From an optimization exercise on the open Yosys and OpenROAD flow, aimed at small area, a short achievable clock period and few clock cycles; shortcuts taken in it are not production practice.
The RTL was checked by simulation tests, not by an equivalence proof against the original design.
Power figures rest on the tool's default switching activity, not on a simulated workload.

==> build 50: inputs <==
// LASER
module LASER (
input CLK,
input RST,
input [3:0] X,
input [3:0] Y,
output reg [3:0] C1X,
output reg [3:0] C1Y,
output reg [3:0] C2X,
output reg [3:0] C2Y,
output reg DONE);
make LEC_CHECK=0 CAP_MARGIN=20 CORE_MARGIN=2 CORE_UTILIZATION=40 SLEW_MARGIN=20 finish   # period 8.0 ns
run.sh (not shown) runs the stock make flow with config.mk's settings and CLKGATE_MAP_FILE= SYNTH_SCRIPT=/design/flow/synth_recipe.tcl, a recipe that flattens the netlist after the stock synthesis.
==> inputs of build 59, as changes to build 50 <==
--- a/flow/design.v
+++ b/flow/design.v
@@ -75,20 +75,30 @@
             5'd4, 5'd28:                   c = 3'b100;
             default:                       c = 3'b000;
         endcase
     end
     assign clsn[gi*3 +: 3] = c;
     wire ok = cls[gi*3+2];
     wire [1:0] wc = cls[gi*3 +: 2];
-    wire [2:0] w = (wc == 2'd0) ? 3'd0 : {1'b0, wc} + 3'd1;
-    wire [4:0] ls = {1'b0, px} - {2'b0, w};
-    wire [4:0] hs = {1'b0, px} + {2'b0, w};
-    wire [3:0] lo = ls[4] ? 4'd0 : ls[3:0];
-    wire [3:0] hi = hs[4] ? 4'd15 : hs[3:0];
-    wire [15:0] cov = {16{ok}} & tge(lo) & ~(tge(hi) << 1);
+    wire [15:0] le = tge(px);                  
+    wire [23:0] lex = {8'hff, le};             
+    wire [23:0] gex = {~le[14:0], 9'h1ff};     
+    reg [15:0] cv;
+    integer k;
+    always @(*) begin
+        for (k = 0; k < 16; k = k + 1) begin
+            case (wc)
+                2'd0:    cv[k] = lex[k]   & gex[k+8];
+                2'd1:    cv[k] = lex[k+2] & gex[k+6];
+                2'd2:    cv[k] = lex[k+3] & gex[k+5];
+                default: cv[k] = lex[k+4] & gex[k+4];
+            endcase
+        end
+    end
+    wire [15:0] cov = cv & {16{ok}};
     assign ecov[gi] = cov | {16{msk[gi]}};
     assign mnew[gi] = |(cov & oxsel);
 end endgenerate
 wire [5:0] ccnt [0:15];
 reg  [95:0] ccnt_r;
 genvar gk;
 generate for (gk = 0; gk < 16; gk = gk + 1) begin : col
@@ -96,67 +106,69 @@
     genvar gj;
     for (gj = 0; gj < 40; gj = gj + 1) begin : b
         assign bits[gj] = ecov[gj][gk];
     end
     laser_pc40 pc (.CLK(CLK), .b(bits), .s(ccnt[gk]));
     always @(posedge CLK) ccnt_r[6*gk +: 6] <= ccnt[gk];
 end endgenerate
-wire [15:0] cvalid = tagc[4] ? ~((tagc[3:0] == 4'd15) ? 16'h8000 : 16'h0000)
-                             : (16'h3ffc & ~((tagc[3:0] == 4'd12) ? 16'h2000 : 16'h0000));
-function [15:0] colbit;
+wire [TW-1:0] tagb = tagp[TW*(NPC+1)-1 -: TW];         
+reg  [15:0] cvalid;
+always @(posedge CLK)
+    cvalid <= tagb[4] ? ~((tagb[3:0] == 4'd15) ? 16'h8000 : 16'h0000)
+                      : (16'h3ffc & ~((tagb[3:0] == 4'd12) ? 16'h2000 : 16'h0000));
+function [17:0] elim2;      
+    input [15:0] s;
+    input [31:0] v;
+    reg [15:0] h3, h2, h1;
+    reg a3, a2, a1;
+    integer k;
+    begin
+        for (k = 0; k < 16; k = k + 1) begin
+            h3[k] = s[k] & v[2*k+1] & v[2*k];
+            h2[k] = s[k] & v[2*k+1] & ~v[2*k];
+            h1[k] = s[k] & ~v[2*k+1] & v[2*k];
+        end
+        a3 = |h3; a2 = |h2; a1 = |h1;
+        if (a3)      elim2 = {2'd3, h3};
+        else if (a2) elim2 = {2'd2, h2};
+        else if (a1) elim2 = {2'd1, h1};
+        else         elim2 = {2'd0, s};
+    end
+endfunction
+function [31:0] bits2;      
     input [95:0] cc;
     input [2:0] b;
     integer k;
-    for (k = 0; k < 16; k = k + 1) colbit[k] = cc[6*k + b];
+    for (k = 0; k < 16; k = k + 1) bits2[2*k +: 2] = cc[6*k + b +: 2];
 endfunction
-reg [15:0] e5, e4, e3;
-reg [2:0] mh;
-always @(*) begin
-    mh[2] = |(cvalid & colbit(ccnt_r, 5));
-    e5 = mh[2] ? (cvalid & colbit(ccnt_r, 5)) : cvalid;
-    mh[1] = |(e5 & colbit(ccnt_r, 4));
-    e4 = mh[1] ? (e5 & colbit(ccnt_r, 4)) : e5;
-    mh[0] = |(e4 & colbit(ccnt_r, 3));
-    e3 = mh[0] ? (e4 & colbit(ccnt_r, 3)) : e4;
-end
+wire [17:0] el5 = elim2(cvalid, bits2(ccnt_r, 4));
+wire [17:0] el3 = elim2(el5[15:0], bits2(ccnt_r, 2));
 reg [15:0] s3;
-reg [2:0] s3_mh;
-reg [47:0] s3_lo;      
-integer k3;
+reg [3:0] s3_mh;
+reg [31:0] s3_lo;      
 always @(posedge CLK) begin
-    s3 <= e3;
-    s3_mh <= mh;
-    for (k3 = 0; k3 < 16; k3 = k3 + 1) s3_lo[3*k3 +: 3] <= ccnt_r[6*k3 +: 3];
-end
-function [15:0] lobit;
-    input [47:0] cc;
-    input [2:0] b;
-    integer k;
-    for (k = 0; k < 16; k = k + 1) lobit[k] = cc[3*k + b];
-endfunction
-reg [15:0] e2, e1, e0;
-reg [2:0] ml;
-always @(*) begin
-    ml[2] = |(s3 & lobit(s3_lo, 2));
-    e2 = ml[2] ? (s3 & lobit(s3_lo, 2)) : s3;
-    ml[1] = |(e2 & lobit(s3_lo, 1));
-    e1 = ml[1] ? (e2 & lobit(s3_lo, 1)) : e2;
-    ml[0] = |(e1 & lobit(s3_lo, 0));
-    e0 = ml[0] ? (e1 & lobit(s3_lo, 0)) : e1;
-end
-reg [3:0] pidx;
-integer kp;
-always @(*) begin
-    pidx = 4'd0;
-    for (kp = 0; kp < 16; kp = kp + 1) if (e0[kp]) pidx = kp;
+    s3 <= el3[15:0];
+    s3_mh <= {el5[17:16], el3[17:16]};
+    s3_lo <= bits2(ccnt_r, 0);
 end
+wire [17:0] el1 = elim2(s3, s3_lo);
+wire [15:0] e0 = el1[15:0];
+wire [3:0] q4;
+assign q4[3] = |e0[15:8];
+wire [7:0] e0h = q4[3] ? e0[15:8] : e0[7:0];
+assign q4[2] = |e0h[7:4];
+wire [3:0] e0q = q4[2] ? e0h[7:4] : e0h[3:0];
+assign q4[1] = |e0q[3:2];
+wire [1:0] e0p = q4[1] ? e0q[3:2] : e0q[1:0];
+assign q4[0] = e0p[1];
+wire [3:0] pidx = q4;
 reg [5:0] g_cnt;
 reg [3:0] g_x;
 always @(posedge CLK) begin
-    g_cnt <= {s3_mh, ml};
+    g_cnt <= {s3_mh, el1[17:16]};
     g_x <= pidx;
 end
 reg [5:0] b_cnt;
 reg [3:0] b_x, b_y;
 function ge6;
     input [5:0] a, b;
     reg [5:0] g, e;
Settings changed: SETUP_SLACK_MARGIN set to 4.5.
==> inputs of trial 20, as changes to build 50 <==
--- a/flow/design.v
+++ b/flow/design.v
@@ -31,25 +31,24 @@
 wire [TW-1:0] tag1 = tagp[TW*1-1 -: TW];               
 wire [TW-1:0] tagc = tagp[TW*(NPC+2)-1 -: TW];         
 wire [TW-1:0] tg   = tagp[TW*LAT-1 -: TW];             
 reg [159:0] pxs, pys;
 reg [39:0] msk;        
 reg [119:0] cls;       
 wire [39:0] mnew;
+wire [39:0] meff = tag1[8] ? mnew : msk;    
 wire [119:0] clsn;
 always @(posedge CLK) begin
     pxs <= {pxs[155:0], load ? X : pxs[159:156]};
     pys <= {pys[155:0], load ? Y : pys[159:156]};
     cls <= {clsn[116:0], clsn[119:117]};
     if (load)
         msk <= 40'd0;
-    else if (tag1[8])
-        msk <= {mnew[38:0], mnew[39]};
     else
-        msk <= {msk[38:0], msk[39]};
+        msk <= {meff[38:0], meff[39]};
 end
 function [15:0] tge;
     input [3:0] v;
     reg [3:0] gt, eq, tl;
     integer h, l;
     begin
         eq[0] = ~v[3] & ~v[2]; eq[1] = ~v[3] & v[2]; eq[2] = v[3] & ~v[2]; eq[3] = v[3] & v[2];
@@ -72,91 +71,103 @@
             5'd0:                          c = 3'b111;
             5'd1, 5'd2, 5'd31, 5'd30:      c = 3'b110;
             5'd3, 5'd29:                   c = 3'b101;
             5'd4, 5'd28:                   c = 3'b100;
             default:                       c = 3'b000;
         endcase
     end
-    assign clsn[gi*3 +: 3] = c;
+    assign clsn[gi*3 +: 3] = {c[2] & ~(meff[gi] & ~iss_mask), c[1:0]};
     wire ok = cls[gi*3+2];
     wire [1:0] wc = cls[gi*3 +: 2];
-    wire [2:0] w = (wc == 2'd0) ? 3'd0 : {1'b0, wc} + 3'd1;
-    wire [4:0] ls = {1'b0, px} - {2'b0, w};
-    wire [4:0] hs = {1'b0, px} + {2'b0, w};
-    wire [3:0] lo = ls[4] ? 4'd0 : ls[3:0];
-    wire [3:0] hi = hs[4] ? 4'd15 : hs[3:0];
-    wire [15:0] cov = {16{ok}} & tge(lo) & ~(tge(hi) << 1);
-    assign ecov[gi] = cov | {16{msk[gi]}};
+    wire [15:0] le = tge(px);                  
+    wire [23:0] lex = {8'hff, le};             
+    wire [23:0] gex = {~le[14:0], 9'h1ff};     
+    reg [15:0] cv;
+    integer k;
+    always @(*) begin
+        for (k = 0; k < 16; k = k + 1) begin
+            case (wc)
+                2'd0:    cv[k] = lex[k]   & gex[k+8];
+                2'd1:    cv[k] = lex[k+2] & gex[k+6];
+                2'd2:    cv[k] = lex[k+3] & gex[k+5];
+                default: cv[k] = lex[k+4] & gex[k+4];
+            endcase
+        end
+    end
+    wire [15:0] cov = cv & {16{ok}};
+    assign ecov[gi] = cov;
     assign mnew[gi] = |(cov & oxsel);
 end endgenerate
 wire [5:0] ccnt [0:15];
 reg  [95:0] ccnt_r;
 genvar gk;
 generate for (gk = 0; gk < 16; gk = gk + 1) begin : col
     wire [39:0] bits;
     genvar gj;
     for (gj = 0; gj < 40; gj = gj + 1) begin : b
         assign bits[gj] = ecov[gj][gk];
     end
     laser_pc40 pc (.CLK(CLK), .b(bits), .s(ccnt[gk]));
     always @(posedge CLK) ccnt_r[6*gk +: 6] <= ccnt[gk];
 end endgenerate
-wire [15:0] cvalid = tagc[4] ? ~((tagc[3:0] == 4'd15) ? 16'h8000 : 16'h0000)
-                             : (16'h3ffc & ~((tagc[3:0] == 4'd12) ? 16'h2000 : 16'h0000));
-function [15:0] colbit;
+wire [TW-1:0] tagb = tagp[TW*(NPC+1)-1 -: TW];         
+reg  [15:0] cvalid;
+always @(posedge CLK)
+    cvalid <= tagb[4] ? ~((tagb[3:0] == 4'd15) ? 16'h8000 : 16'h0000)
+                      : (16'h3ffc & ~((tagb[3:0] == 4'd12) ? 16'h2000 : 16'h0000));
+function [17:0] elim2;      
+    input [15:0] s;
+    input [31:0] v;
+    reg [15:0] h3, h2, h1;
+    reg a3, a2, a1;
+    integer k;
+    begin
+        for (k = 0; k < 16; k = k + 1) begin
+            h3[k] = s[k] & v[2*k+1] & v[2*k];
+            h2[k] = s[k] & v[2*k+1] & ~v[2*k];
+            h1[k] = s[k] & ~v[2*k+1] & v[2*k];
+        end
+        a3 = |h3; a2 = |h2; a1 = |h1;
+        if (a3)      elim2 = {2'd3, h3};
+        else if (a2) elim2 = {2'd2, h2};
+        else if (a1) elim2 = {2'd1, h1};
+        else         elim2 = {2'd0, s};
+    end
+endfunction
+function [31:0] bits2;      
     input [95:0] cc;
     input [2:0] b;
     integer k;
-    for (k = 0; k < 16; k = k + 1) colbit[k] = cc[6*k + b];
+    for (k = 0; k < 16; k = k + 1) bits2[2*k +: 2] = cc[6*k + b +: 2];
 endfunction
-reg [15:0] e5, e4, e3;
-reg [2:0] mh;
-always @(*) begin
-    mh[2] = |(cvalid & colbit(ccnt_r, 5));
-    e5 = mh[2] ? (cvalid & colbit(ccnt_r, 5)) : cvalid;
-    mh[1] = |(e5 & colbit(ccnt_r, 4));
-    e4 = mh[1] ? (e5 & colbit(ccnt_r, 4)) : e5;
-    mh[0] = |(e4 & colbit(ccnt_r, 3));
-    e3 = mh[0] ? (e4 & colbit(ccnt_r, 3)) : e4;
-end
+wire [17:0] el5 = elim2(cvalid, bits2(ccnt_r, 4));
+wire [17:0] el3 = elim2(el5[15:0], bits2(ccnt_r, 2));
 reg [15:0] s3;
-reg [2:0] s3_mh;
-reg [47:0] s3_lo;      
-integer k3;
+reg [3:0] s3_mh;
+reg [31:0] s3_lo;      
 always @(posedge CLK) begin
-    s3 <= e3;
-    s3_mh <= mh;
-    for (k3 = 0; k3 < 16; k3 = k3 + 1) s3_lo[3*k3 +: 3] <= ccnt_r[6*k3 +: 3];
-end
-function [15:0] lobit;
-    input [47:0] cc;
-    input [2:0] b;
-    integer k;
-    for (k = 0; k < 16; k = k + 1) lobit[k] = cc[3*k + b];
-endfunction
-reg [15:0] e2, e1, e0;
-reg [2:0] ml;
-always @(*) begin
-    ml[2] = |(s3 & lobit(s3_lo, 2));
-    e2 = ml[2] ? (s3 & lobit(s3_lo, 2)) : s3;
-    ml[1] = |(e2 & lobit(s3_lo, 1));
-    e1 = ml[1] ? (e2 & lobit(s3_lo, 1)) : e2;
-    ml[0] = |(e1 & lobit(s3_lo, 0));
-    e0 = ml[0] ? (e1 & lobit(s3_lo, 0)) : e1;
-end
-reg [3:0] pidx;
-integer kp;
-always @(*) begin
-    pidx = 4'd0;
-    for (kp = 0; kp < 16; kp = kp + 1) if (e0[kp]) pidx = kp;
-end
+    s3 <= el3[15:0];
+    s3_mh <= {el5[17:16], el3[17:16]};
+    s3_lo <= bits2(ccnt_r, 0);
+end
+wire [17:0] el1 = elim2(s3, s3_lo);
+wire [15:0] e0 = el1[15:0];
+wire [3:0] q4;
+assign q4[3] = |e0[15:8];
+wire [7:0] e0h = q4[3] ? e0[15:8] : e0[7:0];
+assign q4[2] = |e0h[7:4];
+wire [3:0] e0q = q4[2] ? e0h[7:4] : e0h[3:0];
+assign q4[1] = |e0q[3:2];
+wire [1:0] e0p = q4[1] ? e0q[3:2] : e0q[1:0];
+assign q4[0] = e0p[1];
+wire [3:0] pidx = q4;
 reg [5:0] g_cnt;
 reg [3:0] g_x;
 always @(posedge CLK) begin
-    g_cnt <= {s3_mh, ml};
+    g_cnt <= {s3_mh, el1[17:16]};
     g_x <= pidx;
 end
 reg [5:0] b_cnt;
 reg [3:0] b_x, b_y;
 function ge6;
     input [5:0] a, b;
     reg [5:0] g, e;
Settings changed: SETUP_SLACK_MARGIN set to 4.5.
==> reports/qor_table.md <==
| Group | Item | Value |
| --- | --- | --- |
| status | Run status | complete, no violations |
| synthesis | Adder-cell area share of the yosys netlist | 0.224 |
| finish | Count of inverters other than clock inverters in the layout | 882 |
| routing | Average wire length per cell after detail routing | 25.8 um |
| die | Num tapcells | 2,480 |
| global routing | First-pass GRT wire length | 424,000 um |
| die | Core region area | 0.186 mm2 |
| die | Die footprint | 0.191 mm2 |
| synthesis | Synth cell types | 86 |
| finish | Clock tree buffer count of the final layout | 158 |
| synthesis | Synthesized netlist cell count | 9,070 |
| timing | RSZ-0062 raised after global routing | yes |
| die | Initial cell density of the core | 0.403 |
That was trial 20.
==> reports/qor_table.md <==
| Group | Item | Value |
| --- | --- | --- |
| status | Run status | complete, no violations |
| timing | Min Hold Slack | 0.327 ns |
| global routing | First-pass GRT wire length | 443,000 um |
| routing | Vias per inst | 5.99 |
| synthesis | Synth cell types | 101 |
| synthesis | Synthesized netlist cell count | 9,837 |
| finish | Count of inverters other than clock inverters in the layout | 915 |
| critical path | Worst setup path class | register to register |
| die | Initial cell density of the core | 0.403 |
| die | Die footprint | 0.200 mm2 |
| die | Num tapcells | 2,624 |
| routing | Average wire length per cell after detail routing | 24.9 um |
| pwr | Leading power group | the clock network |
That was build 59.
==> reports/qor_table.md <==
| Group | Item | Value |
| --- | --- | --- |
| status | Run status | complete, no violations |
| synthesis | Synth cell types | 89 |
| critical path | Worst setup path class | register to register |
| routing | Average wire length per cell after detail routing | 24.8 um |
| clock network | Setup Fix Bufs, Post-CTS | 0 |
| global routing | First-pass GRT wire length | 396,000 um |
| synthesis | Synth top area share | 0.254 |
| die | Initial cell density of the core | 0.402 |
| routing | Post-route met1 wirelength | 119,000 um |
| pwr | Sequential group share of total power | 0.456 |
| routing | Detailed Route Iter0 Violations | 6,041 |
| finish | Clock tree buffer count of the final layout | 167 |
| die | Num tapcells | 2,495 |
| timing | RSZ-0062 raised after global routing | no |
| clock network | CTS tree | built |
| die | Core region area | 0.187 mm2 |
| synthesis | Synthesized netlist cell count | 8,440 |
That was build 50.
Testbench counts of build 50, summed over its fixed seeds: cycles 14,472.
Testbench counts of build 59, summed over its fixed seeds: cycles 14,472.
Testbench counts of trial 20, summed over its fixed seeds: cycles 14,472.

[static timing again, ports no longer ideal]
The flow's constraints put no driver on any port. The routed layouts listed below were extracted and timed again, unchanged, in two steps. Step 1 sets driving cells, clkbuf_16 on the clock port and buf_2 on the other inputs (assumed; they add their load-dependent delay and slew). Step 2 also shifts input and output timing later by t, the mid clock arrival at the registers, as if the neighbouring blocks saw the same clock. Three values: no drivers, after step 1, after step 2; two values: the first two.
| run | t, ns | slack for setup (ns) | cell pins on the clock port's net |
|---|---|---|---|
| build 50 | 0.863 | 3.141 / 3.141 / 3.141 | 1 |
| build 59 | 0.870 | 4.557 / 4.474 / 4.557 | 1 |
| trial 20 | 0.852 | 4.427 / 4.427 / 4.427 | 1 |
After both steps setup and hold are still met in every run listed.
